What follows belongs to an exercise in optimizing a design on an open flow for small area; a production flow would make more cautious choices.
At most, simulation tests tie the RTL to the original design; equivalence was not proved.
Function not checked in runs 1 and 2: the RTL went through the layout flow alone.
Power figures rest on the tool's default switching activity, not on a simulated workload.

[flow/design.v]
module top_parking_system_4slot(
    input  wire        clk,
    input  wire        rst,
    input  wire        entry_pulse,
    input  wire        exit_pulse_for_system,
    input  wire        payment_received,
    input  wire [1:0]  exit_car_select,
    output wire        entry_gate,
    output wire        exit_gate,
    output wire        full_led,
    output wire        fee_ready,
    output wire [3:0]  occupancy,
    output wire [2:0]  free_count,
    output wire [15:0] e0,
    output wire [15:0] e1,
    output wire [15:0] e2,
    output wire [15:0] e3,
    output wire [31:0] fee
);
reg        st_f, st_x, st_y;
reg [3:0]  occ;
reg        slot_available;
reg [3:0]  exit_oh;             
reg        bill;
reg [3:0]  run;
reg [15:0] t0, t1, t2, t3;
wire idle     = ~st_f & ~st_x & ~st_y;
wire alloc    = ~st_f & ~st_x &  st_y;
wire free     =  st_f & st_y & payment_received;
wire go_alloc = entry_pulse & slot_available;
wire go_exit  = ~go_alloc & exit_pulse_for_system & (|occ);
assign entry_gate = st_x & ~st_y;
assign exit_gate  = st_x &  st_y;
assign fee_ready  = st_f;
assign full_led   = ~slot_available;
assign occupancy  = occ;
assign free_count = 3'd4 - ({2'd0, occ[0]} + {2'd0, occ[1]} + {2'd0, occ[2]} + {2'd0, occ[3]});
wire [3:0] lo_empty = {occ[0] & occ[1] & occ[2] & ~occ[3],
                       occ[0] & occ[1] & ~occ[2],
                       occ[0] & ~occ[1],
                       ~occ[0]};
wire sel_occ = occ[exit_car_select];
wire [1:0] free_idx = sel_occ  ? exit_car_select :
                      occ[0]   ? 2'd0 :
                      occ[1]   ? 2'd1 :
                      occ[2]   ? 2'd2 : 2'd3;
wire [3:0] free_oh = 4'b0001 << free_idx;
always @(posedge clk or posedge rst) begin
    if (rst) begin
        st_f <= 1'b0; st_x <= 1'b0; st_y <= 1'b0;
        occ <= 4'b0;
        slot_available <= 1'b1;
        exit_oh <= 4'b0001;
        bill <= 1'b0;
        run <= 4'b0;
    end else begin
        st_f <= (idle & go_exit) | (st_f & ~(st_y & payment_received));
        st_x <= alloc | free;
        st_y <= (idle & go_alloc) | st_f;
        occ <= (occ & ~(free ? free_oh : 4'b0)) | (alloc ? lo_empty : 4'b0);
        if (free) exit_oh <= free_oh;
        slot_available <= ~(&occ);
        bill <= payment_received;
        run <= occ;
    end
end
wire [3:0] clr = occ & ~run;
wire [16:0] c0, c1, c2, c3;
assign c0[0] = run[0];
assign c1[0] = run[1];
assign c2[0] = run[2];
assign c3[0] = run[3];
genvar k;
generate for (k = 0; k < 16; k = k + 1) begin : tb
    assign c0[k+1] = c0[k] & t0[k];
    assign c1[k+1] = c1[k] & t1[k];
    assign c2[k+1] = c2[k] & t2[k];
    assign c3[k+1] = c3[k] & t3[k];
    always @(posedge clk or posedge rst) begin
        if (rst) begin
            t0[k] <= 1'b0; t1[k] <= 1'b0; t2[k] <= 1'b0; t3[k] <= 1'b0;
        end else begin
            t0[k] <= ~clr[0] & (t0[k] ^ c0[k]);
            t1[k] <= ~clr[1] & (t1[k] ^ c1[k]);
            t2[k] <= ~clr[2] & (t2[k] ^ c2[k]);
            t3[k] <= ~clr[3] & (t3[k] ^ c3[k]);
        end
    end
end endgenerate
reg [10:0] y_lo;
reg        y_cm;
reg [15:9] t_hi;
wire [3:0] ld = {4{bill}} & exit_oh;
wire [15:0] t_sel = ({16{ld[0]}} & t0) | ({16{ld[1]}} & t1) |
                    ({16{ld[2]}} & t2) | ({16{ld[3]}} & t3);
wire [11:2] cl;
wire [10:2] sl;
assign cl[2] = 1'b0;
generate for (k = 2; k < 11; k = k + 1) begin : lo_add
    assign sl[k]   = t_sel[k] ^ t_sel[k-2] ^ cl[k];
    assign cl[k+1] = (t_sel[k] & t_sel[k-2]) | (cl[k] & (t_sel[k] ^ t_sel[k-2]));
end endgenerate
always @(posedge clk or posedge rst) begin
    if (rst) begin
        y_lo <= 11'd0; y_cm <= 1'b0; t_hi <= 7'd0;
    end else begin
        y_lo <= {sl, t_sel[1:0]} | ({11{~bill}} & y_lo);
        y_cm <= cl[11] | (~bill & y_cm);
        t_hi <= t_sel[15:9] | ({7{~bill}} & t_hi);
    end
end
wire [18:11] y_hi = {3'b000, t_hi[15:11]} + {1'b0, t_hi[15:9]} + {7'd0, y_cm};
assign e0 = t0;
assign e1 = t1;
assign e2 = t2;
assign e3 = t3;
assign fee = {12'd0, y_hi, y_lo, 1'b0};
endmodule
[flow/flow/run.sh]
#!/bin/bash
# Standard layout, with the port buffers made of the smallest buffer cell.
set -euo pipefail
export BUFFER_PORTS_ARGS="-buffer_cell sky130_fd_sc_hd__buf_1"
bash standard.sh > standard.log 2>&1
[flow/standard.sh]
#!/bin/bash
# synth_recipe.tcl (not shown) runs the flow's synth.tcl, then flattens the netlist and writes it again
# the make line also repeats each setting of config.mk as NAME=value (left out here)
make -C /OpenROAD-flow-scripts/flow DESIGN_CONFIG=/design/flow/config.mk WORK_HOME=/design/flow/orfs CLKGATE_MAP_FILE= SYNTH_SCRIPT=/design/flow/synth_recipe.tcl "${@:-finish}"
[flow/config.mk]
export PLATFORM = sky130hd
export DESIGN_NAME = top_parking_system_4slot
export DESIGN_NICKNAME = top_parking_system_4slot
export VERILOG_FILES = /design/flow/design.v
export SDC_FILE = /design/flow/constraint.sdc
export NUM_CORES = 4
export LEC_CHECK = 0
export CAP_MARGIN = 20
export CORE_MARGIN = 2
export CORE_UTILIZATION = 65
export CTS_BUF_LIST = sky130_fd_sc_hd__clkbuf_8
export PLACE_DENSITY = 0.75
export SLEW_MARGIN = 20
[flow/constraint.sdc]
create_clock -name core_clock -period 4.0 [get_ports {clk}]
set_input_delay 0.8000 -clock core_clock [delete_from_list [all_inputs] [get_ports {clk}]]
set_output_delay 0.8000 -clock core_clock [all_outputs]
set_load 0.01 [all_outputs]
==> summary.txt, run 1 <==
Floorplan
  – Die width: 92.8 um
  – Die H: 92.8 um
  – Starting Density: 66.6%
  – Ports: 114
  – DIE AREA: 8600 um^2
  – Core Area: 7690 um^2
  – Site Rows: 32

Pwr
  – VDD IR max: 0.493 mV
  – PD cells: 553 nW/um^2
  – Total leakage power: 3.12 nW

Worst setup path
  – Crit-path max FO: 6
  – Critical Path RT: 4.26 ns
  – Reg-to-reg slack, setup: -0.002 ns
  – CP endpoint kind: flop
  – Worst R2R End: y_lo[10]
  – Crit path launch type: flop
  – Critical Path AT: 4.26 ns
  – R2R Path Start: exit_oh[2]
  – Worst Setup Path Type: reg -> reg
  – FF-to-FF path depth: 14

Logic synthesis
  – Main combinational cell family by area after synthesis: adder cells
  – Seq/Total Area, Yosys: 48.9%
  – Ys async rst share: 100%
  – Yosys warning total: 1
  – Area leader, netlist: dfrtp_1
  – Yosys cell types: 42
  – Mapped Area: 5120 um^2
  – Top-area cell type share of the netlist area: 47.9%
  – Post-synth EDFFs: 0
  – Synth Area in Simple Gates: 11.6%
  – Synth Area in Compound Gates: 12.1%
  – Mux share of post-synthesis cell area: 0.415%
  – Largest cells by area after synthesis: dfrtp_1 48%, ha_1 17%, and2_1 8.1%
  – Top_reg_cell synth: dfrtp_1
  – Synthesized flop and latch total: 100
  – Synth Instances: 432
  – Avg Inst Size Synth: 11.9 um^2
  – Synth Area in XOR/XNOR: 1.20%
  – Adder-Cell Fraction of Synth Area: 20.9%

Finish
  – Final Core Density: 77.1%
  – Fin nets: 630
  – Cell area after layout: 5920 um^2
  – ANT cells: 0
  – Layout cells sized above 1: 11.1%
  – Finished Layout Cells: 651
  – Fillers: 543
  – Register area: 2510 um^2
  – Area delta synth->final: 15.7%
  – Area occupied by multi-input gates: 2470 um^2

Timing
  – Final setup viols: 1
  – Final Hold Viols: 0
  – RSZ-0062 raised after global routing: yes
  – Setup TNS: -0.00250 ns
  – FMAX: 250 MHz
  – Layout Skew: 0.0132 ns
  – Worst slew pin tran: 0.857 ns
  – Final WS setup: -0.00250 ns
  – Slew Viols, Final: 0
  – Max_slew headroom: 42.9%
  – Minimum clock period: 4.00 ns
  – Period utilization: 100%

Place
  – Dpl cells: 634
  – DP Worst Slack: -0.0589 ns
  – Hpwl dp: 8420 um
  – Final RePlAce weighted congestion: 0.873
  – Port Buf Inserts: 100
  – DP Area: 5670 um^2

Worst hold path
  – Hold Crit Class: reg -> reg
  – Hold depth: 1
  – Hold Path End: y_lo[3]
  – Worst hold start: y_lo[3]

Clock tree
  – Max Buffers Root-to-Sink: 2
  – Worst-path clk slew: 0.10 ns
  – CTS tree: built
  – Total CTS buffers: 9
  – Worst skew pair latency: 0.36 ns
  – # H-tree levels: 3
  – Root Driver: clkbuf_8
  – Clock sink total: 100

Routing
  – Remaining DRCs: 0
  – Avg WL per Cell: 17.6 um
  – Drt pass-1 iters: 5
  – Routed via count: 3,649
  – Total wire length after detailed routing: 11,400 um
  – Initial DRC count: 212
  – Mean number of vias per cell: 5.61
  – Antenna viol nets, final: 0

Flow run
  – Max Cap Viol: 0

Global routing
  – Gr ovfl total: 0
  – Initial antenna violation count: 0
  – Largest net degree at the start of global routing: 70
  – First-pass GRT wire length: 18,900 um
  – Vias in the first global route: 3,721
  – Tot GR Track Use: 28.6%

Run status
  – Outcome: failed layout checks
  – Violated Checks: negative setup slack
==> layout make-up <==
cell class | count | area share (%)
multi-input cells | 294 | 41.7
clock buffers | 9 | 2.09
clock inverters | 7 | 1.56
well taps | 102 | 2.15
inverters | 19 | 1.25
repair buffers | 120 | 8.87
flip-flops and latches | 100 | 42.3
==> critical path, cell delays in order (launching register included) <==
cell and delay [ns]:
dfrtp_2 0.46, a22oi_2 0.20, a21oi_2 0.10, ha_2 0.20, fa_2 0.36, fa_2 0.35
fa_2 0.35, fa_2 0.36, fa_2 0.34, inv_2 0.06, fa_2 0.19, inv_2 0.04
fa_2 0.33, fa_2 0.40, a21o_1 0.16
==> cells in the mapped netlist (2+ instances only) <==
library cell	n
a211oi_1	2
a21o_1	17
a21oi_1	19
a22oi_1	32
a31oi_1	7
and2_1	66
buf_4	14
clkbuf_1	15
dfrtp_1	98
dfstp_2	2
fa_1	11
ha_1	68
inv_1	19
nand2_1	9
nand2b_1	3
nor2_1	11
nor2b_1	3
o21ai_0	7
xor2_1	6
==> cell families after synthesis <==
logic type / count (synthesis)
compound gates: 91
buf+inv: 50
other cells: 1
xor+xnor: 7
flops: 100
mux: 2
fa+ha+maj: 79
simple gates: 102
==> metal layers <==
layer | vias to the layer above | share of wire [%] | GRT usage [%]
met3 | 18 | 5.4 | 3.58
met5 | - | 0 | 0
met4 | 0 | 1.6 | 10.5
li1 | 1709 | - | -
met2 | 120 | 48 | 45.5
met1 | 1802 | 45 | 41.0
==> state kept, by name, indices dropped and copies added (netlist names), 4 cells and up <==
register  cells
t3           16
exit_oh       4
t1           16
occ           4
t_hi          7
y_lo         11
run           4
t2           16
t0           16
==> through the flow <==
| step | total power, W | hold WS, ns |
|---|---|---|
| floorplan | 0.00216 | 0.430 |
| global placement | 0.00254 | 0.461 |
| detailed placement | 0.00258 | 0.471 |
| CTS | 0.00329 | 0.495 |
| global route | 0.00351 | 0.512 |
| finish | 0.00328 | 0.488 |
==> timing repair <==
action | CTS | global route
resized for setup | 3 | 8
buffers inserted | 1 | 0
endpoints found under the setup margin | 2 | 3
pin swaps | 1 | 0
hold buffers | 0 | 0
==> placed cells by master (no fill, tap or decap), types with 2 or more instances in the layout <==
cell / netlist / final
o21ai_0: 7 / 7
nor2_1: 11 / 11
fa_2: 0 / 8
nor2b_1: 3 / 3
clkinvlp_4: 0 / 2
a21oi_1: 19 / 17
a31oi_1: 7 / 7
dfrtp_2: 0 / 2
nand2_1: 9 / 9
a22oi_1: 32 / 28
ha_2: 0 / 2
clkbuf_8: 0 / 9
ha_1: 68 / 66
a22oi_2: 0 / 4
conb_1: 1 / 13
dfrtp_1: 98 / 96
inv_1: 19 / 17
a21o_1: 17 / 17
a21oi_2: 0 / 2
and2_1: 66 / 66
a211oi_1: 2 / 2
buf_1: 1 / 100
xor2_1: 6 / 6
inv_2: 0 / 2
buf_4: 14 / 20
dfstp_2: 2 / 2
fa_1: 11 / 3
nand2b_1: 3 / 3
bufinv_16: 0 / 2
==> worst max path at each step <==
stage	startpoint	slack (ns)	depth (start not counted)	to
2_1_floorplan	exit_oh[2]	-0.06	16	y_lo[10]
3_3_place_gp	exit_oh[3]	0.02	14	y_lo[10]
3_5_place_dp	exit_oh[3]	-0.06	14	y_lo[10]
4_1_cts	exit_oh[2]	-0.06	14	y_lo[10]
5_1_grt	exit_oh[2]	-0.08	14	y_lo[10]
6_report	exit_oh[2]	-0.002	14	y_lo[10]
==> power breakdown <==
| group | internal (W) | switching (W) | leakage (nW) |
|---|---|---|---|
| combinational | 0.000481 | 0.000630 | 1.72 |
| sequential | 0.00124 | 0.000231 | 1.29 |
| clock | 0.000350 | 0.000350 | 0.107 |
| total | 0.00207 | 0.00121 | 3.12 |
==> inputs of run 2 (changes only) <==
--- a/flow/design.v
+++ b/flow/design.v
@@ -20,8 +20,8 @@
 reg        st_f, st_x, st_y;
 reg [3:0]  occ;
 reg        slot_available;
-reg [3:0]  exit_oh;             
-reg        bill;
+reg [1:0]  exit_slot;
+reg [3:0]  ld;                  
 reg [3:0]  run;
 reg [15:0] t0, t1, t2, t3;
 wire idle     = ~st_f & ~st_x & ~st_y;
@@ -45,22 +45,23 @@
                       occ[1]   ? 2'd1 :
                       occ[2]   ? 2'd2 : 2'd3;
 wire [3:0] free_oh = 4'b0001 << free_idx;
+wire [1:0] exit_next = free ? free_idx : exit_slot;
 always @(posedge clk or posedge rst) begin
     if (rst) begin
         st_f <= 1'b0; st_x <= 1'b0; st_y <= 1'b0;
         occ <= 4'b0;
         slot_available <= 1'b1;
-        exit_oh <= 4'b0001;
-        bill <= 1'b0;
+        exit_slot <= 2'd0;
+        ld <= 4'b0;
         run <= 4'b0;
     end else begin
         st_f <= (idle & go_exit) | (st_f & ~(st_y & payment_received));
         st_x <= alloc | free;
         st_y <= (idle & go_alloc) | st_f;
         occ <= (occ & ~(free ? free_oh : 4'b0)) | (alloc ? lo_empty : 4'b0);
-        if (free) exit_oh <= free_oh;
+        exit_slot <= exit_next;
         slot_available <= ~(&occ);
-        bill <= payment_received;
+        ld <= {4{payment_received}} & (4'b0001 << exit_next);
         run <= occ;
     end
 end
@@ -90,7 +91,7 @@
 reg [10:0] y_lo;
 reg        y_cm;
 reg [15:9] t_hi;
-wire [3:0] ld = {4{bill}} & exit_oh;
+wire bill = |ld;
 wire [15:0] t_sel = ({16{ld[0]}} & t0) | ({16{ld[1]}} & t1) |
                     ({16{ld[2]}} & t2) | ({16{ld[3]}} & t3);
 wire [11:2] cl;
@@ -109,7 +110,16 @@
         t_hi <= t_sel[15:9] | ({7{~bill}} & t_hi);
     end
 end
-wire [18:11] y_hi = {3'b000, t_hi[15:11]} + {1'b0, t_hi[15:9]} + {7'd0, y_cm};
+wire [17:11] ah = {2'b00, t_hi[15:11]};
+wire [17:11] bh = t_hi[15:9];
+wire [18:11] ch;
+wire [17:11] sh;
+assign ch[11] = y_cm;
+generate for (k = 11; k < 18; k = k + 1) begin : hi_add
+    assign sh[k]   = ah[k] ^ bh[k] ^ ch[k];
+    assign ch[k+1] = (ah[k] & bh[k]) | (ch[k] & (ah[k] ^ bh[k]));
+end endgenerate
+wire [18:11] y_hi = {ch[18], sh};
 assign e0 = t0;
 assign e1 = t1;
 assign e2 = t2;
==> flow/flow/run.sh (replaced) <==
#!/bin/bash
# Standard layout, with the port buffers made of the smallest buffer cell and
# a clock tree of few large leaf buffers without dummy loads.
set -euo pipefail
export BUFFER_PORTS_ARGS="-buffer_cell sky130_fd_sc_hd__buf_1"
export CTS_ARGS="-sink_clustering_enable -repair_clock_nets -dont_use_dummy_load -buf_list sky130_fd_sc_hd__clkbuf_8"
bash standard.sh > standard.log 2>&1
==> run 2 against run 1 <==
  * Still fails the layout checks on negative setup slack
  * Critical endpoint unchanged
  * Largest cell class unchanged
  * Routed wire length fell by 7.2%
  * Highest routed layer unchanged
  * Clock power is 27% lower
  * Global-route usage decreased by 2.8 points
  * Setup slack worse by 0.085 ns
  * Fmax decreased by 2.1%
  * Register-to-register slack got worse by 0.08 ns
==> summary.txt, run 2 <==
Finish
  – ANT cells: 0 (unchanged)
  – Area delta synth->final: 14.6%
  – Fin nets: 611 (-3.0%)
  – Final Core Density: 76.0% (-1.0 points)
  – Most frequent cells in the layout: 99 x buf_1, 97 x dfrtp_1, 65 x and2_1, 65 x ha_1, 27 x a22oi_1
  – Fillers: 546 (+0.55%)
  – Layout cells sized above 1: 13.6% (+2.5 points)
  – Commonest non-fill, non-tap cell in the layout: buf_1

Timing
  – Final setup viols: 2 (+1)
  – Final Hold Viols: 0 (unchanged)
  – Worst slew pin tran: 0.631 ns (-0.226 ns)
  – Slew Viols, Final: 0 (unchanged)
  – Minimum clock period: 4.09 ns (+0.0848 ns)
  – RSZ-0062 raised after global routing: yes
  – Worst hold margin: 0.484 ns (-0.00427 ns)
  – FMAX: 245 MHz (-2.1%)
  – Max_slew headroom: 57.9% (+15 points)
  – Layout Skew: 0.0307 ns (+0.0175 ns)
  – Period utilization: 102% (+2.1 points)
  – Final WS setup: -0.0873 ns (-0.0848 ns)

Worst hold path
  – Hold depth: 1 (unchanged)
  – Hold Crit Class: reg -> reg

Routing
  – Mean number of vias per cell: 5.53 (-1.3%)
  – Total wire length after detailed routing: 10,600 um (-7.2%)
  – Routed via count: 3,453 (-5.4%)
  – Remaining DRCs: 0 (unchanged)
  – Drt pass-1 iters: 4 (-1)
  – Initial DRC count: 196 (-7.5%)
  – Antenna viol nets, final: 0 (unchanged)
  – Avg WL per Cell: 17.0 um (-3.2%)

Worst setup path
  – Critical Path AT: 4.33 ns (+0.07 ns)
  – CP Depth: 14 (unchanged)
  – Reg-to-reg slack, setup: -0.09 ns (-0.08 ns)
  – FF-to-FF path depth: 14 (unchanged)
  – Slowest cell on the critical path: dfrtp_2
  – Worst Setup Path Type: reg -> reg
  – R2R Path Start: ld[2]
  – Crit-path cells: a22oi_2 -> nand2_2 -> ha_4 -> fa_2 -> fa_2 -> fa_2 -> fa_2 -> fa_2 -> inv_2 -> fa_2 -> inv_2 -> fa_2 -> fa_2 -> a21o_1
  – CP bufs+invs: 2 (unchanged)
  – Worst R2R End: y_lo[10]
  – Critical Path Source: ld[2]
  – Crit path launch type: flop
  – Crit-path max FO: 5 (-1)
  – Critical Path RT: 4.24 ns (-0.02 ns)
  – CP endpoint kind: flop
  – Worst setup endpoint: y_lo[10]
  – Crit-path leading delay family: adder cells
  – Crit-path max cell delay: 0.45 ns (about the same)
  – Most frequent CP cell: fa_2

Floorplan
  – Site Rows: 32 (unchanged)
  – Die width: 92.4 um (-0.42%)
  – Core Area: 7650 um^2 (-0.52%)
  – Ports: 114 (unchanged)
  – DIE AREA: 8530 um^2 (-0.84%)
  – Starting Density: 66.4% (-0.24 points)
  – Die H: 92.4 um (-0.42%)

Clock tree
  – Worst-path clk slew: 0.09 ns (about the same)
  – # H-tree levels: 3 (unchanged)
  – Max Buffers Root-to-Sink: 2 (unchanged)
  – Hold bufs inserted after CTS: 0 (unchanged)
  – Total CTS buffers: 9 (unchanged)
  – Clock sink total: 101 (+1.0%)
  – Root Driver: clkbuf_8
  – CTS tree: built
  – Worst skew pair latency: 0.36 ns (about the same)

Global routing
  – Largest net degree at the start of global routing: 53 (-24%)
  – Initial antenna violation count: 0 (unchanged)
  – Tot GR Track Use: 25.8% (-2.8 points)
  – Gr ovfl total: 0 (unchanged)
  – First-pass GRT wire length: 17,000 um (-10%)
  – Vias in the first global route: 3,407 (-8.4%)

Logic synthesis
  – Top-area cell type share of the netlist area: 49.3% (+1.4 points)
  – Largest cells by area after synthesis: dfrtp_1 49%, ha_1 16%, and2_1 8.0%
  – Seq/Total Area, Yosys: 49.8% (+0.90 points)
  – Avg Inst Size Synth: 12.5 um^2 (+5.2%)
  – Top_reg_cell synth: dfrtp_1
  – Ys async rst share: 100% (unchanged)
  – Yosys cell types: 42 (unchanged)
  – Yosys warning total: 1 (unchanged)
  – Post-synth EDFFs: 0 (unchanged)
  – Count leader, synth: dfrtp_1
  – Post-synth top cells: 100 x dfrtp_1, 66 x ha_1, 65 x and2_1, 32 x a22oi_1, 23 x nand2_1
  – Mapped Area: 5080 um^2 (-0.88%)
  – Synthesized flop and latch total: 101 (+1.0%)
  – Area leader, netlist: dfrtp_1
  – Synth Instances: 407 (-5.8%)

Place
  – DP Worst Slack: -0.0749 ns (-0.0159 ns)
  – Final RePlAce weighted congestion: 0.838 (-3.9%)
  – Hpwl dp: 7870 um (-6.5%)
  – Port Buf Inserts: 100 (unchanged)

Flow run
  – Max Cap Viol: 0 (unchanged)

Run status
  – Outcome: failed layout checks
  – Violated Checks: negative setup slack

Pwr
  – Total power: 0.00330 W (+0.83%)
  – VDD IR max: 0.534 mV (+8.3%)
  – PD cells: 568 nW/um^2 (+2.7%)
  – Total leakage power: 3.16 nW (+1.5%)
## run 2: final cells by class
| cell class | count | area (um^2) | share of cell area [%] |
|---|---|---|---|
| sequential | 101 | 2530 | 43.5 |
| multi-input combinational | 272 | 2410 | 41.5 |
| timing repair buffer | 122 | 549 | 9.44 |
| tap | 102 | 128 | 2.19 |
| clock buffer | 9 | 124 | 2.13 |
| inverter | 18 | 70.1 | 1.20 |
## run 2: worst min path at each step
stage | endpoint | slack, ns | startpoint
final | y_lo[3] | 0.48 | y_lo[3]
after global routing | y_lo[9] | 0.50 | y_lo[9]
after CTS | y_lo[3] | 0.49 | y_lo[3]
after detailed placement | y_lo[9] | 0.46 | y_lo[9]
after global placement | y_lo[5] | 0.46 | y_lo[5]
after floorplan | run[0] | 0.43 | occ[0]
## run 2: worst register-to-register path: cells and delay by family, from the launching register on
family / cells / cell delay [ns]
adder cells (fa/ha/maj): 9 / 2.95
flip-flops: 1 / 0.45
AO/OA/AOI/OAI: 2 / 0.35
buffers and inverters: 2 / 0.12
AND/OR/NAND/NOR: 1 / 0.10
## run 2: logic make-up after synthesis
family	after synthesis	synth area share (%)
compound gates	61	9.42
mux	2	0.518
buf+inv	46	4.93
other cells	1	0.0739
xor+xnor	4	0.690
fa+ha+maj	80	21.8
flops	101	49.8
simple gates	112	12.8
## run 2: metrics by stage
step,instance area (um^2),setup TNS (ns),cells
6_report,5820,-0.0911,624
5_1_grt,5820,-0.316,624
4_1_cts,5770,-0.0358,621
3_5_place_dp,5610,-0.0749,610
3_3_place_gp,5610,0,610
2_1_floorplan,5220,-0.0672,419
## run 2: power by group
part           switching, W  internal, W  total [W]
logic              0.000729     0.000568    0.00130
registers          0.000233      0.00126    0.00150
clock network      0.000309     0.000203   0.000511
## run 2: repair_timing
action | in CTS | in global routing
resized for setup | 7 | 8
pin swaps | 1 | 1
setup buffers | 2 | 2
setup endpoints to repair | 3 | 3
## run 2: metal layers
layer / wire length [um] / GRT usage [%]
met5: 0 / 0
met4: 118 / 8.58
met3: 529 / 3.34
met2: 5320 / 42.6
met1: 4640 / 35.8
==> inputs of run 3 (changes only) <==
--- a/flow/design.v
+++ b/flow/design.v
@@ -97,10 +97,20 @@
 wire [11:2] cl;
 wire [10:2] sl;
 assign cl[2] = 1'b0;
-generate for (k = 2; k < 11; k = k + 1) begin : lo_add
+generate for (k = 2; k < 9; k = k + 1) begin : lo_add
     assign sl[k]   = t_sel[k] ^ t_sel[k-2] ^ cl[k];
     assign cl[k+1] = (t_sel[k] & t_sel[k-2]) | (cl[k] & (t_sel[k] ^ t_sel[k-2]));
 end endgenerate
+wire ca0 = t_sel[9] & t_sel[7];      
+wire ca1 = t_sel[9] | t_sel[7];      
+wire pb  = t_sel[10] ^ t_sel[8];
+wire sb0 = pb ^ ca0;
+wire sb1 = pb ^ ca1;
+wire cb0 = (t_sel[10] & t_sel[8]) | (ca0 & pb);
+wire cb1 = (t_sel[10] & t_sel[8]) | (ca1 & pb);
+assign sl[9] = t_sel[9] ^ t_sel[7] ^ cl[9];
+assign sl[10] = cl[9] ? sb1 : sb0;
+assign cl[11]   = cl[9] ? cb1 : cb0;
 always @(posedge clk or posedge rst) begin
     if (rst) begin
         y_lo <= 11'd0; y_cm <= 1'b0; t_hi <= 7'd0;
--- a/flow/flow/run.sh
+++ b/flow/flow/run.sh
@@ -4,4 +4,5 @@
 set -euo pipefail
 export BUFFER_PORTS_ARGS="-buffer_cell sky130_fd_sc_hd__buf_1"
 export CTS_ARGS="-sink_clustering_enable -repair_clock_nets -dont_use_dummy_load -buf_list sky130_fd_sc_hd__clkbuf_8"
+export SKIP_REPAIR_TIE_FANOUT=1
 bash standard.sh > standard.log 2>&1
==> run 3 against run 2 <==
  * Now clean on timing, DRC and antenna
  * Hold slack worse by 0.010 ns
  * Total power decreased by 1.9%
  * Clock-buffer cell count unchanged
  * Die area increased by 0.50%
  * First-iteration DRC count is 15% lower
  * Non-clock buffer count shrank 9
  * Synthesized cell count grew 1.7%
==> summary.txt, run 3 <==
Place
  – Final RePlAce weighted congestion: 0.887 (+5.7%)
  – DP Area: 5540 um^2 (-1.3%)
  – Port Buf Inserts: 100 (unchanged)
  – Hpwl dp: 8030 um (+2.0%)

Routing
  – Avg WL per Cell: 17.1 um (+0.82%)
  – Remaining DRCs: 0 (unchanged)
  – Routed via count: 3,286 (-4.8%)
  – Total wire length after detailed routing: 10,500 um (-1.4%)
  – Initial DRC count: 166 (-15%)
  – Mean number of vias per cell: 5.39 (-2.7%)
  – Antenna viol nets, final: 0 (unchanged)
  – Drt pass-1 iters: 5 (+1)

Timing
  – Max_slew headroom: 26.4% (-32 points)
  – FMAX: 256 MHz (+4.7%)
  – Layout Skew: 0.0196 ns (-0.0111 ns)
  – Worst slew pin tran: 1.10 ns (+0.464 ns)
  – Slew Viols, Final: 0 (unchanged)
  – RSZ-0062 raised after global routing: yes
  – Period utilization: 97.6% (-4.6 points)
  – Final Hold Viols: 0 (unchanged)
  – Final setup viols: 0 (-2)
  – Minimum clock period: 3.90 ns (-0.185 ns)

Logic synthesis
  – Mapped Area: 5100 um^2 (+0.52%)
  – Top-area cell type share of the netlist area: 49.0% (-0.25 points)
  – Count leader, synth: dfrtp_1
  – Synthesized flop and latch total: 101 (unchanged)
  – Post-synth EDFFs: 0 (unchanged)
  – Synth Instances: 414 (+1.7%)
  – Area leader, netlist: dfrtp_1
  – Post-synth top cells: 100 x dfrtp_1, 68 x ha_1, 65 x and2_1, 32 x a22oi_1, 27 x nand2_1
  – Largest cells by area after synthesis: dfrtp_1 49%, ha_1 17%, and2_1 8.0%
  – Ys async rst share: 100% (unchanged)
  – Seq/Total Area, Yosys: 49.6% (-0.26 points)
  – Avg Inst Size Synth: 12.3 um^2 (-1.2%)
  – Yosys warning total: 1 (unchanged)
  – Yosys cell types: 43 (+2.4%)
  – Top_reg_cell synth: dfrtp_1

Floorplan
  – Core Area: 7650 um^2 (unchanged)
  – Starting Density: 66.7% (+0.34 points)
  – Site Rows: 32 (unchanged)
  – Die width: 92.6 um (+0.25%)
  – DIE AREA: 8570 um^2 (+0.50%)
  – Ports: 114 (unchanged)
  – Die H: 92.6 um (+0.25%)

Finish
  – Final Core Density: 74.8% (-1.2 points)
  – Commonest non-fill, non-tap cell in the layout: buf_1
  – Area delta synth->final: 12.2%
  – Fillers: 560 (+2.6%)
  – Fin nets: 598 (-2.1%)
  – Most frequent cells in the layout: 99 x buf_1, 97 x dfrtp_1, 67 x ha_1, 65 x and2_1, 26 x a22oi_1
  – ANT cells: 0 (unchanged)
  – Cell area after layout: 5720 um^2 (-1.6%)
  – Layout cells sized above 1: 11.8% (-1.8 points)

Worst setup path
  – Worst Setup Path Type: reg -> out
  – Crit path launch type: flop
  – CP endpoint kind: output pin
  – Critical Path RT: 3.20 ns (-1.04 ns)
  – Crit-path cells: inv_1 -> fa_1 -> inv_1 -> fa_1 -> fa_2 -> fa_2 -> fa_1 -> ha_1 -> ha_1 -> buf_2
  – Crit-path max cell delay: 0.40 ns (-0.05 ns)
  – Slowest cell on the critical path: dfrtp_1
  – Critical Path AT: 3.10 ns (-1.23 ns)
  – Crit-path max FO: 2 (-3)
  – Most frequent CP cell: fa_1

Global routing
  – Tot GR Track Use: 26.1% (+0.35 points)
  – Gr ovfl total: 0 (unchanged)
  – Most Crowded Layer GR: met1
  – GRT met2 Usage: 38.3% (-4.3 points)
  – Met1 usage: 39.6% (+3.8 points)
  – Largest net degree at the start of global routing: 56 (+5.7%)
  – Vias in the first global route: 3,326 (-2.4%)
  – Met3 GRT Util: 6.75% (+3.4 points)
  – First-pass GRT wire length: 17,200 um (+1.2%)
  – Initial antenna violation count: 0 (unchanged)

Clock tree
  – Clock sink total: 101 (unchanged)
  – # H-tree levels: 3 (unchanged)
  – CTS tree: built
  – Worst-path clk slew: 0.08 ns (about the same)
  – Max Buffers Root-to-Sink: 2 (unchanged)
  – Root Driver: clkbuf_8
  – Total CTS buffers: 9 (unchanged)
  – Worst skew pair latency: 0.36 ns (about the same)

Run status
  – Outcome: finished clean

Flow run
  – Max Cap Viol: 0 (unchanged)

Worst hold path
  – Hold Crit Class: reg -> reg

Pwr
  – VDD IR max: 0.369 mV (-31%)
  – Total leakage power: 3.09 nW (-2.3%)
  – PD cells: 567 nW/um^2 (-0.29%)
-- run 3: worst paths after layout --
kind,to,depth (start not counted),slack (ns),startpoint
min in group asynchronous,t3[13],2,0.54,rst
min reg2reg,y_lo[8],1,0.47,y_lo[8]
min,y_lo[8],1,0.47,y_lo[8]
max in group asynchronous,t1[10],3,2.65,rst
max reg2reg,y_lo[10],15,0.12,ld[0]
max,fee[18],10,0.1,y_cm
-- run 3: area by class of cell --
type / count / area [um^2] / area share, %
repair buffers: 113 / 474 / 8.29
clock buffers: 9 / 124 / 2.16
well taps: 102 / 128 / 2.23
multi-input cells: 266 / 2390 / 41.8
inverters: 19 / 73.8 / 1.29
flip-flops and latches: 101 / 2530 / 44.3
-- run 3: metal layers --
metal / part of all wire, % / vias to the layer above
li1: - / 1595
met1: 47 / 1586
met2: 45 / 97
met3: 6.7 / 8
met4: 0.88 / 0
met5: 0 / -
-- run 3: what timing repair did --
action,CTS,global route
pin swaps,0,2
buffers inserted,1,3
gates resized for setup,2,9
endpoints found under the setup margin,1,3
hold buffers,0,0
-- run 3: metrics by stage --
step	hold slack (ns)	std cells	setup WS (ns)	power [W]	TNS, ns
after global placement	0.460	597	0.185	0.00268	0
after global routing	0.496	610	-0.0268	0.00351	-0.0268
after detailed placement	0.464	597	0.0986	0.00273	0
final	0.474	610	0.0974	0.00324	0
after floorplan	0.430	414	0.0413	0.00235	0
after CTS	0.481	607	0.0346	0.00323	0
-- run 3: cells by family after synthesis --
group / Yosys count / share of synthesized area [%]
fa+ha+maj: 81 / 21.8
buf+inv: 47 / 4.98
mux: 2 / 0.515
flops: 101 / 49.6
compound gates: 60 / 9.17
other cells: 1 / 0.0735
xor+xnor: 5 / 0.858
simple gates: 117 / 13.1
-- run 3: worst max-delay path, delay by kind of cell, from the launching register on --
| family | cells | cell delay (ns) |
|---|---|---|
| fa+ha+maj | 7 | 2.08 |
| buf+inv | 3 | 0.28 |
| flops | 1 | 0.40 |
-- run 3: power by group --
part | total, W | leakage (nW) | switching [W] | internal (W)
Clock | 0.000508 | 0.0647 | 0.000305 | 0.000203
Combinational | 0.00123 | 1.72 | 0.000707 | 0.000522
Sequential | 0.00151 | 1.31 | 0.000243 | 0.00126
==> inputs of run 4 (changes only) <==
--- a/flow/flow/run.sh
+++ b/flow/flow/run.sh
@@ -4,5 +4,4 @@
 set -euo pipefail
 export BUFFER_PORTS_ARGS="-buffer_cell sky130_fd_sc_hd__buf_1"
 export CTS_ARGS="-sink_clustering_enable -repair_clock_nets -dont_use_dummy_load -buf_list sky130_fd_sc_hd__clkbuf_8"
-export SKIP_REPAIR_TIE_FANOUT=1
 bash standard.sh > standard.log 2>&1
==> run 4 against run 3 <==
  * Still clean
  * Combinational power is essentially flat
  * Clock-buffer cell count is the same
  * Largest cell class unchanged
  * First-iteration DRC count shrank 20%
  * Non-clock buffer count grew 1
  * Sequential cell count is the same
==> summary.txt, run 4 <==
Routing
  – Avg WL per Cell: 16.7 um (-2.5%)
  – Remaining DRCs: 0 (unchanged)
  – Total wire length after detailed routing: 10,400 um (-0.47%)
  – Initial DRC count: 132 (-20%)
  – Routed via count: 3,415 (+3.9%)
  – Antenna viol nets, final: 0 (unchanged)
  – Mean number of vias per cell: 5.48 (+1.8%)
  – Drt pass-1 iters: 4 (-1)

Timing
  – Layout Skew: 0.0233 ns (+0.00368 ns)
  – Slew Viols, Final: 0 (unchanged)
  – Period utilization: 97.0% (-0.61 points)
  – Final Hold Viols: 0 (unchanged)
  – Final setup viols: 0 (unchanged)
  – FMAX: 258 MHz (+0.63%)
  – Worst slew pin tran: 1.04 ns (-0.0543 ns)
  – Max_slew headroom: 30.1% (+3.6 points)
  – Minimum clock period: 3.88 ns (-0.0244 ns)

Global routing
  – Tot GR Track Use: 26.4% (+0.25 points)
  – Initial antenna violation count: 0 (unchanged)
  – First-pass GRT wire length: 17,300 um (+0.36%)
  – Gr ovfl total: 0 (unchanged)
  – Vias in the first global route: 3,434 (+3.2%)
  – Largest net degree at the start of global routing: 65 (+16%)

Logic synthesis
  – Ys async rst share: 100% (unchanged)
  – Seq/Total Area, Yosys: 49.6% (unchanged)
  – Mapped Area: 5100 um^2 (unchanged)
  – Top-area cell type share of the netlist area: 49.0% (unchanged)
  – Synth Instances: 414 (unchanged)
  – Largest cells by area after synthesis: dfrtp_1 49%, ha_1 17%, and2_1 8.0%
  – Area leader, netlist: dfrtp_1
  – Yosys warning total: 1 (unchanged)
  – Post-synth EDFFs: 0 (unchanged)
  – Synthesized flop and latch total: 101 (unchanged)
  – Post-synth top cells: 100 x dfrtp_1, 68 x ha_1, 65 x and2_1, 32 x a22oi_1, 27 x nand2_1
  – Count leader, synth: dfrtp_1
  – Avg Inst Size Synth: 12.3 um^2 (unchanged)
  – Top_reg_cell synth: dfrtp_1
  – Yosys cell types: 43 (unchanged)

Floorplan
  – Core Area: 7650 um^2 (unchanged)
  – Die H: 92.6 um (unchanged)
  – Starting Density: 66.7% (unchanged)
  – Die width: 92.6 um (unchanged)
  – Site Rows: 32 (unchanged)
  – Ports: 114 (unchanged)
  – DIE AREA: 8570 um^2 (unchanged)

Clock tree
  – Worst-path clk slew: 0.09 ns (about the same)
  – # H-tree levels: 3 (unchanged)
  – CTS tree: built
  – Clock sink total: 101 (unchanged)
  – Worst skew pair latency: 0.36 ns (about the same)
  – Max Buffers Root-to-Sink: 2 (unchanged)
  – Total CTS buffers: 9 (unchanged)
  – Hold bufs inserted after CTS: 0 (unchanged)
  – Root Driver: clkbuf_8

Worst setup path
  – R2R Path Start: ld[0]
  – FF-to-FF path depth: 15 (unchanged)
  – Crit-path max FO: 5 (+3)
  – Worst R2R End: y_lo[10]
  – Reg-to-reg slack, setup: 0.12 ns (about the same)
  – Critical Path Source: ld[0]
  – CP endpoint kind: flop
  – Worst setup endpoint: y_lo[10]
  – Worst Setup Path Type: reg -> reg
  – Critical Path AT: 4.11 ns (+1.01 ns)
  – Crit path launch type: flop
  – Critical Path RT: 4.24 ns (+1.04 ns)

Run status
  – Outcome: finished clean

Finish
  – Fin nets: 611 (+2.2%)
  – ANT cells: 0 (unchanged)
  – Final Core Density: 75.4% (+0.56 points)
  – Most frequent cells in the layout: 99 x dfrtp_1, 99 x buf_1, 67 x ha_1, 65 x and2_1, 28 x a22oi_1
  – Area delta synth->final: 13.0%
  – Cell area after layout: 5770 um^2 (+0.74%)
  – Layout cells sized above 1: 11.1% (-0.68 points)
  – Finished Layout Cells: 623 (+2.1%)

Place
  – Hpwl dp: 8140 um (+1.4%)
  – DP Area: 5590 um^2 (+0.95%)
  – Final RePlAce weighted congestion: 0.870 (-1.9%)
  – Port Buf Inserts: 100 (unchanged)
  – Dpl cells: 610 (+2.2%)

Worst hold path
  – Hold Crit Class: reg -> reg

Pwr
  – Total power: 0.00324 W (about the same)
  – PD cells: 563 nW/um^2 (-0.67%)
  – VDD IR max: 0.411 mV (+12%)
  – Total leakage power: 3.13 nW (+1.4%)

Flow run
  – Max Cap Viol: 0 (unchanged)
## run 4: what timing repair did
item,in CTS,in global routing
setup endpoints to repair,1,4
setup buffers,1,3
gates resized for setup,1,7
pin swaps,0,2
## run 4: final cells by class
class / count / area, um^2
Sequential cell: 101 / 2530
Multi-Input combinational cell: 278 / 2430
Fill cell: 557 / 1880
Timing Repair Buffer: 114 / 482
Tap cell: 102 / 128
Clock buffer: 9 / 124
Inverter: 19 / 73.8
## run 4: cell families after synthesis
kind of cell             count (synthesis)  synth area share, %
XOR/XNOR                                 5                0.858
multiplexers                             2                0.515
flip-flops                             101                 49.6
AND/OR/NAND/NOR                        117                 13.1
buffers and inverters                   47                 4.98
AO/OA/AOI/OAI                           60                 9.17
other                                    1               0.0735
adder cells (fa/ha/maj)                 81                 21.8
## run 4: worst min-delay path by stage
stage | startpoint | to | slack [ns] | cells past startpoint
final | y_lo[9] | y_lo[9] | 0.47 | 2
after global routing | y_lo[3] | y_lo[3] | 0.50 | 1
after CTS | y_lo[9] | y_lo[9] | 0.47 | 2
after detailed placement | y_lo[9] | y_lo[9] | 0.46 | 2
after global placement | y_lo[9] | y_lo[9] | 0.45 | 2
after floorplan | occ[0] | run[0] | 0.43 | 0
## run 4: where the power goes
group | leakage (nW) | switching [W] | internal (W) | total [W]
combinational | 1.76 | 0.000713 | 0.000529 | 0.00124
clock | 0.0647 | 0.000303 | 0.000203 | 0.000506
sequential | 1.31 | 0.000236 | 0.00126 | 0.00150
total | 3.13 | 0.00125 | 0.00199 | 0.00324
## run 4: through the flow
stage	TNS, ns	setup slack (ns)	hold WS [ns]
floorplan	0	0.0413	0.430
CTS	0	0.00173	0.474
global route	-0.00128	-0.00128	0.498
global placement	0	0.179	0.451
finish	0	0.122	0.474
detailed placement	0	0.123	0.458
## run 4: metal layers
layer  up-vias  global-route usage (%)  part of all wire (%)  routed length [um]
met4         0                    7.96                   1.2                 121
met3        11                    5.21                   5.7                 595
met5         -                       0                     0                   0
li1       1611                       -                     -                   -
met2       110                    40.8                    47                4870
met1      1683                    38.3                    46                4820
## run 4: worst max-delay path, stage by stage, from the launching register on
cell and delay, ns:
dfrtp_2 0.45, a22oi_2 0.21, nand2_2 0.11, ha_4 0.17, fa_2 0.35, fa_2 0.35
fa_2 0.34, fa_2 0.34, inv_2 0.06, fa_1 0.16, inv_1 0.05, fa_2 0.37
nor2_2 0.11, a21oi_2 0.05, fa_1 0.47, a21o_1 0.16
==> inputs of run 5 (changes only) <==
--- a/flow/flow/run.sh
+++ b/flow/flow/run.sh
@@ -4,4 +4,5 @@
 set -euo pipefail
 export BUFFER_PORTS_ARGS="-buffer_cell sky130_fd_sc_hd__buf_1"
 export CTS_ARGS="-sink_clustering_enable -repair_clock_nets -dont_use_dummy_load -buf_list sky130_fd_sc_hd__clkbuf_8"
+export SKIP_REPAIR_TIE_FANOUT=1
 bash standard.sh > standard.log 2>&1
--- a/flow/config.mk
+++ b/flow/config.mk
@@ -7,7 +7,7 @@
 export LEC_CHECK = 0
 export CAP_MARGIN = 20
 export CORE_MARGIN = 2
-export CORE_UTILIZATION = 65
+export CORE_UTILIZATION = 80
 export CTS_BUF_LIST = sky130_fd_sc_hd__clkbuf_8
-export PLACE_DENSITY = 0.75
+export PLACE_DENSITY = 0.88
 export SLEW_MARGIN = 20
==> run 5 against run 4 <==
  * Now fails the layout checks on negative setup slack
  * Sequential share of layout area shrank 0.12 points
  * Hold slack gained 0.0034 ns
  * Sequential cell count is the same
  * Total power grew 5.9%
  * Global-route usage grew 12 points
  * First-iteration DRC count grew to 2.9 times the previous value
  * Highest routed layer unchanged
==> summary.txt, run 5 <==
Logic synthesis
  – Yosys cell types: 43 (unchanged)
  – Largest cells by area after synthesis: dfrtp_1 49%, ha_1 17%, and2_1 8.0%
  – Avg Inst Size Synth: 12.3 um^2 (unchanged)
  – Synth Instances: 414 (unchanged)
  – Top-area cell type share of the netlist area: 49.0% (unchanged)
  – Synthesized flop and latch total: 101 (unchanged)
  – Post-synth EDFFs: 0 (unchanged)
  – Mapped Area: 5100 um^2 (unchanged)
  – Count leader, synth: dfrtp_1
  – Area leader, netlist: dfrtp_1
  – Top_reg_cell synth: dfrtp_1
  – Yosys warning total: 1 (unchanged)
  – Ys async rst share: 100% (unchanged)
  – Post-synth top cells: 100 x dfrtp_1, 68 x ha_1, 65 x and2_1, 32 x a22oi_1, 27 x nand2_1
  – Seq/Total Area, Yosys: 49.6% (unchanged)

Global routing
  – Largest net degree at the start of global routing: 62 (-4.6%)
  – Initial antenna violation count: 0 (unchanged)
  – First-pass GRT wire length: 20,200 um (+17%)
  – Vias in the first global route: 3,806 (+11%)
  – Gr ovfl total: 0 (unchanged)
  – Tot GR Track Use: 38.7% (+12 points)

Routing
  – Antenna viol nets, final: 0 (unchanged)
  – Avg WL per Cell: 22.2 um (+33%)
  – Drt pass-1 iters: 5 (+1)
  – Routed via count: 3,889 (+14%)
  – Remaining DRCs: 0 (unchanged)
  – Initial DRC count: 385 (+190%)
  – Mean number of vias per cell: 6.54 (+19%)
  – Total wire length after detailed routing: 13,200 um (+27%)

Finish
  – ANT cells: 0 (unchanged)
  – Layout cells sized above 1: 14.7% (+3.5 points)
  – Commonest non-fill, non-tap cell in the layout: buf_1
  – Area delta synth->final: 13.4%
  – Most frequent cells in the layout: 99 x buf_1, 97 x dfrtp_1, 67 x ha_1, 65 x and2_1, 25 x a22oi_1
  – Fin nets: 608 (-0.49%)

Worst setup path
  – Critical Path RT: 4.27 ns (+0.03 ns)
  – Crit path launch type: flop
  – Crit-path max FO: 6 (+1)
  – CP endpoint kind: flop
  – Reg-to-reg slack, setup: -0.06 ns (-0.18 ns)
  – Worst Setup Path Type: reg -> reg
  – Critical Path AT: 4.32 ns (+0.21 ns)

Floorplan
  – Die width: 83.9 um (-9.4%)
  – Core Area: 6240 um^2 (-18%)
  – Die H: 83.9 um (-9.4%)
  – Ports: 114 (unchanged)
  – Site Rows: 29 (-9.4%)
  – DIE AREA: 7030 um^2 (-18%)
  – Starting Density: 81.8% (+15 points)

Place
  – Hpwl dp: 8480 um (+4.2%)
  – Port Buf Inserts: 100 (unchanged)
  – Final RePlAce weighted congestion: 0.931 (+7.0%)

Pwr
  – VDD IR max: 0.592 mV (+44%)
  – Clk network pwr share: 15.2% (-0.4 points)
  – PD cells: 594 nW/um^2 (+5.5%)
  – P_int: 0.00206 W (+3.5%)
  – Combinational power share: 40.6% (+2.3 points)
  – Sw power: 0.00137 W (+9.7%)
  – Total leakage power: 3.14 nW (+0.13%)
  – Switching share of power: 40.0% (+1.4 points)
  – Sequential Power Share: 44.2% (-1.9 points)

Timing
  – Layout Skew: 0.0244 ns (+0.00114 ns)
  – Slew Viols, Final: 0 (unchanged)
  – RSZ-0062 raised after global routing: yes
  – Max_slew headroom: 31.4% (+1.4 points)
  – Period utilization: 101% (+4.4 points)
  – Setup TNS: -0.0553 ns (-0.0553 ns)
  – Final WS setup: -0.0553 ns (-0.177 ns)
  – Final Hold Viols: 0 (unchanged)
  – Worst hold margin: 0.477 ns (+0.00338 ns)
  – Final setup viols: 1 (+1)
  – Worst slew pin tran: 1.02 ns (-0.0205 ns)
  – FMAX: 247 MHz (-4.4%)
  – Minimum clock period: 4.06 ns (+0.177 ns)

Worst hold path
  – Hold Crit Class: reg -> reg

Clock tree
  – Total CTS buffers: 9 (unchanged)
  – Worst-path clk slew: 0.09 ns (about the same)
  – Root Driver: clkbuf_8
  – Max Buffers Root-to-Sink: 2 (unchanged)
  – # H-tree levels: 3 (unchanged)
  – CTS tree: built
  – Clock sink total: 101 (unchanged)
  – Worst skew pair latency: 0.38 ns (+0.02 ns)

Flow run
  – Max Cap Viol: 0 (unchanged)

Run status
  – Outcome: failed layout checks
  – Violated Checks: negative setup slack
[run 5: cell count changes in the layout (fill, tap and decap cells not counted), sizes merged]
cell,change
buf,+9
conb,-12
[run 5: area by class of cell]
class,count,area (um^2)
sequential,101,2530
tap,77,96.3
clock buffer,9,124
multi-input combinational,266,2410
fill,225,454
inverter,19,73.8
timing repair buffer,123,549
[run 5: routing by layer]
metal	GRT usage, %	part of all wire [%]	up-vias
met5	0	0	-
met4	19.8	6.3	0
met3	7.52	9.6	84
met2	62.7	48	301
met1	50.1	36	1891
li1	-	-	1613
[run 5: worst max-delay path, cell delays in order (launching register included)]
cell	delay, ns
dfrtp_2	0.46
buf_4	0.19
a22oi_2	0.20
nand2_1	0.13
fa_2	0.37
fa_2	0.36
fa_2	0.35
fa_2	0.34
inv_2	0.09
fa_2	0.24
inv_2	0.06
fa_2	0.39
nor2_4	0.11
a21oi_2	0.05
fa_2	0.45
a21o_1	0.16
[run 5: worst paths after layout]
path / startpoint / endpoint / depth (start not counted)
worst max-delay path: ld[3] / y_lo[10] / 15
worst min-delay path: y_lo[6] / y_lo[6] / 1
worst max register to register: ld[3] / y_lo[10] / 15
worst min register to register: y_lo[6] / y_lo[6] / 1
max in group asynchronous: rst / slot_available / 3
min in group asynchronous: rst / t3[13] / 2
[run 5: timing repair]
action | in CTS | in global routing
hold endpoints to repair | 0 | 0
setup buffers | 10 | 4
resized for setup | 8 | 10
pin swaps | 3 | 2
hold buffers | 0 | 0
setup endpoints to repair | 3 | 3
[run 5: kinds of logic after synthesis]
| group | Yosys count | share of synthesized area (%) |
|---|---|---|
| xor+xnor | 5 | 0.858 |
| fa+ha+maj | 81 | 21.8 |
| flops | 101 | 49.6 |
| buf+inv | 47 | 4.98 |
| simple gates | 117 | 13.1 |
| other cells | 1 | 0.0735 |
| mux | 2 | 0.515 |
| compound gates | 60 | 9.17 |
[run 5: metrics by stage]
stage	total power, W	cells	setup WS, ns	area (um^2)	utilization (%)
final	0.00344	595	-0.0553	5790	92.7
after CTS	0.00331	591	0.00463	5730	91.8
after global routing	0.00361	595	-0.0937	5790	92.7
after detailed placement	0.00275	572	0.0488	5510	88.2
after global placement	0.00265	572	0.199	5510	88.2
after floorplan	0.00235	414	0.0413	5200	-
[run 5: power groups by stage]
stage | combinational (W) | clock (W) | sequential, W
global route | 0.00151 | 0.000551 | 0.00155
floorplan | 0.000828 | 0 | 0.00152
detailed placement | 0.00123 | 0 | 0.00152
finish | 0.00140 | 0.000522 | 0.00152
global placement | 0.00116 | 0 | 0.00150
CTS | 0.00131 | 0.000502 | 0.00150
==> inputs of run 6 (changes only) <==
==> flow/flow/run.sh (replaced) <==
#!/bin/bash
# Standard layout, with the port buffers made of the smallest buffer cell, a
# clock tree without dummy loads, and one tie cell for all constant outputs.
set -euo pipefail
export BUFFER_PORTS_ARGS="-buffer_cell sky130_fd_sc_hd__buf_1"
export CTS_ARGS="-sink_clustering_enable -repair_clock_nets -dont_use_dummy_load -buf_list sky130_fd_sc_hd__clkbuf_8"
export SKIP_REPAIR_TIE_FANOUT=1
bash standard.sh > standard.log 2>&1
--- a/flow/config.mk
+++ b/flow/config.mk
@@ -7,7 +7,8 @@
 export LEC_CHECK = 0
 export CAP_MARGIN = 20
 export CORE_MARGIN = 2
-export CORE_UTILIZATION = 80
+export CORE_UTILIZATION = 65
 export CTS_BUF_LIST = sky130_fd_sc_hd__clkbuf_8
-export PLACE_DENSITY = 0.88
+export GPL_TIMING_DRIVEN = 0
+export PLACE_DENSITY = 0.75
 export SLEW_MARGIN = 20
==> run 6 against run 5 <==
  * Still fails the layout checks on negative setup slack
  * Sequential power shrank 3%
  * Core utilization decreased by 15 points
  * Critical path depth rose by 1
  * Clock-buffer cell count stayed put
==> summary.txt, run 6 <==
Run status
  – Outcome: failed layout checks
  – Violated Checks: negative setup slack

Global routing
  – Vias in the first global route: 3,387 (-11%)
  – Gr ovfl total: 0 (unchanged)
  – Largest net degree at the start of global routing: 62 (unchanged)
  – Tot GR Track Use: 26.0% (-13 points)
  – Initial antenna violation count: 0 (unchanged)
  – First-pass GRT wire length: 17,100 um (-16%)

Logic synthesis
  – Yosys warning total: 1 (unchanged)
  – Avg Inst Size Synth: 12.3 um^2 (unchanged)
  – Synth Instances: 414 (unchanged)
  – Top_reg_cell synth: dfrtp_1
  – Post-synth EDFFs: 0 (unchanged)
  – Synthesized flop and latch total: 101 (unchanged)
  – Mapped Area: 5100 um^2 (unchanged)
  – Largest cells by area after synthesis: dfrtp_1 49%, ha_1 17%, and2_1 8.0%
  – Top-area cell type share of the netlist area: 49.0% (unchanged)
  – Count leader, synth: dfrtp_1
  – Seq/Total Area, Yosys: 49.6% (unchanged)
  – Post-synth top cells: 100 x dfrtp_1, 68 x ha_1, 65 x and2_1, 32 x a22oi_1, 27 x nand2_1
  – Yosys cell types: 43 (unchanged)
  – Ys async rst share: 100% (unchanged)
  – Area leader, netlist: dfrtp_1

Pwr
  – VDD IR max: 0.394 mV (-33%)
  – PD cells: 550 nW/um^2 (-7.3%)
  – Total leakage power: 3.22 nW (+2.6%)

Clock tree
  – # H-tree levels: 3 (unchanged)
  – Clock sink total: 101 (unchanged)
  – Max Buffers Root-to-Sink: 2 (unchanged)
  – CTS tree: built
  – Worst-path clk slew: 0.09 ns (about the same)
  – Root Driver: clkbuf_8
  – Worst skew pair latency: 0.35 ns (-0.03 ns)
  – Total CTS buffers: 9 (unchanged)

Finish
  – Layout cells sized above 1: 14.3% (-0.36 points)
  – Most frequent cells in the layout: 99 x buf_1, 98 x dfrtp_1, 67 x ha_1, 65 x and2_1, 29 x a22oi_1
  – Final Core Density: 77.9% (-15 points)
  – Commonest non-fill, non-tap cell in the layout: buf_1
  – Fillers: 521 (+130%)
  – Area delta synth->final: 16.7%
  – Fin nets: 621 (+2.1%)
  – ANT cells: 0 (unchanged)

Place
  – Hpwl dp: 8220 um (-3.1%)
  – Port Buf Inserts: 100 (unchanged)
  – Final RePlAce weighted congestion: 0.883 (-5.1%)

Timing
  – Layout Skew: 0.0215 ns (-0.00290 ns)
  – Final Hold Viols: 0 (unchanged)
  – Slew Viols, Final: 0 (unchanged)
  – Max_slew headroom: 59.3% (+28 points)
  – Worst slew pin tran: 0.606 ns (-0.415 ns)
  – Period utilization: 101% (-0.78 points)
  – Minimum clock period: 4.02 ns (-0.0311 ns)
  – FMAX: 248 MHz (+0.77%)
  – Final setup viols: 1 (unchanged)
  – RSZ-0062 raised after global routing: yes
  – Final WS setup: -0.0242 ns (+0.0311 ns)
  – Worst hold margin: 0.376 ns (-0.102 ns)

Routing
  – Total wire length after detailed routing: 10,500 um (-20%)
  – Antenna viol nets, final: 0 (unchanged)
  – Initial DRC count: 160 (-58%)
  – Routed via count: 3,454 (-11%)
  – Avg WL per Cell: 16.6 um (-25%)
  – Mean number of vias per cell: 5.46 (-17%)
  – Remaining DRCs: 0 (unchanged)
  – Drt pass-1 iters: 4 (-1)

Worst setup path
  – Reg-to-reg slack, setup: -0.02 ns (+0.03 ns)
  – Crit-path leading delay family: adder cells
  – Crit-path cells: clkbuf_16 -> a22oi_2 -> nand2_2 -> ha_4 -> fa_2 -> fa_2 -> fa_2 -> fa_2 -> inv_2 -> fa_1 -> inv_2 -> fa_2 -> nor2_2 -> a21oi_2 -> fa_2 -> a21o_1
  – Slowest cell on the critical path: dfrtp_2
  – Critical Path AT: 4.26 ns (-0.06 ns)
  – CP bufs+invs: 3 (unchanged)
  – Crit path launch type: flop
  – Crit-path max FO: 4 (-2)
  – Critical Path RT: 4.24 ns (-0.03 ns)
  – CP endpoint kind: flop
  – Crit-path max cell delay: 0.45 ns (about the same)
  – Worst Setup Path Type: reg -> reg
  – Most frequent CP cell: fa_2

Floorplan
  – Die H: 92.6 um (+10%)
  – Site Rows: 32 (+10%)
  – Die width: 92.6 um (+10%)
  – Core Area: 7650 um^2 (+23%)
  – Ports: 114 (unchanged)
  – DIE AREA: 8570 um^2 (+22%)
  – Starting Density: 66.7% (-15 points)

Flow run
  – Max Cap Viol: 0 (unchanged)

Worst hold path
  – Hold Crit Class: reg -> reg
==> run 6: metal layers <==
metal | vias to the layer above | GRT usage [%] | share of wire (%)
met5 | - | 0 | 0
met4 | 0 | 4.35 | 0.65
met3 | 7 | 6.10 | 5.8
met2 | 115 | 42.5 | 49
met1 | 1695 | 36.6 | 45
li1 | 1637 | - | -
==> run 6: worst paths after layout <==
check                        from       end  cells after the start
max in group asynchronous     rst     t0[4]                      3
setup / recovery            ld[2]  y_lo[10]                     16
setup reg to reg            ld[2]  y_lo[10]                     16
hold / removal             occ[0]    run[0]                      0
min in group asynchronous     rst    t3[12]                      2
hold reg to reg            occ[0]    run[0]                      0
==> run 6: where the power goes <==
group / internal [W] / switching [W]
logic: 0.000580 / 0.000717
clock network: 0.000203 / 0.000299
registers: 0.00126 / 0.000217
total: 0.00205 / 0.00123
==> run 6: cells by family (layout without fill, tap and decap cells) <==
| family | Yosys count | count (layout) | synth area share, % |
|---|---|---|---|
| simple gates | 117 | 117 | 13.1 |
| flops | 101 | 101 | 49.6 |
| fa+ha+maj | 81 | 81 | 21.8 |
| compound gates | 60 | 60 | 9.17 |
| buf+inv | 47 | 164 | 4.98 |
| xor+xnor | 5 | 5 | 0.858 |
| mux | 2 | 2 | 0.515 |
| other cells | 1 | 1 | 0.0735 |
==> run 6: layout make-up <==
cell class              instances  area [um^2]  area share, %
multi-input cells             266         2380           39.9
clock buffers                   9          124           2.08
plain buffers                  25          241           4.05
repair buffers                111          479           8.05
well taps                     102          128           2.14
flip-flops and latches        101         2530           42.5
inverters                      19         76.3           1.28
==> run 6: stage by stage <==
step / area [um^2] / setup WS [ns] / TNS, ns / total power [W] / std cells
6_report: 5960 / -0.0242 / -0.0242 / 0.00328 / 633
5_1_grt: 5960 / -0.160 / -0.250 / 0.00354 / 633
4_1_cts: 5950 / -0.0644 / -0.0644 / 0.00332 / 633
3_5_place_dp: 5730 / -0.157 / -0.252 / 0.00276 / 617
3_3_place_gp: 5700 / -0.495 / -49.04 / 0.00270 / 616
2_1_floorplan: 5200 / 0.0413 / 0 / 0.00235 / 414
==> run 6: what timing repair did <==
item,4_1_cts,5_1_grt
setup endpoints to repair,3,3
hold buffers,0,0
resized for setup,6,8
pin swaps,2,1
setup buffers,7,3
==> run 6: worst reg2reg max path, stage by stage (launching register included) <==
cell,delay [ns]
dfrtp_2,0.45
clkbuf_16,0.16
a22oi_2,0.23
nand2_2,0.11
ha_4,0.17
fa_2,0.35
fa_2,0.35
fa_2,0.35
fa_2,0.34
inv_2,0.06
fa_1,0.17
inv_2,0.04
fa_2,0.37
nor2_2,0.13
a21oi_2,0.05
fa_2,0.45
a21o_1,0.15

## static timing again, ports no longer ideal
The flow's constraints put no driver on any port. The routed layouts listed below were extracted and timed again, unchanged, in two steps.
Step 1: set_driving_cell puts a clkbuf_16 on clk and a buf_2 on each other input, an assumption about the parent block.
Step 2 adds t to the input delays and takes it off the output delays; t is the mean of the earliest and latest rising clock arrival at the registers after step 1. Input paths then give back, and output paths get back, about the clock's delay inside the block.
a / b / c = no drivers / after step 1 / after step 2; a / b = the first two.
| run | t (ns) | setup slack, ns | worst data-port slew with drivers (ns) |
|---|---|---|---|
| run 1 | 0.389 | -0.002 / -0.002 / -0.002 | 0.04 |
| run 2 | 0.382 | -0.087 / -0.087 / -0.087 | 0.03 |
| run 3 | 0.378 | 0.097 / 0.068 / 0.119 | 0.03 |
| run 4 | 0.383 | 0.122 / 0.122 / 0.122 | 0.03 |
| run 5 | 0.396 | -0.055 / -0.055 / -0.055 | 0.03 |
| run 6 | 0.370 | -0.024 / -0.024 / -0.024 | 0.03 |
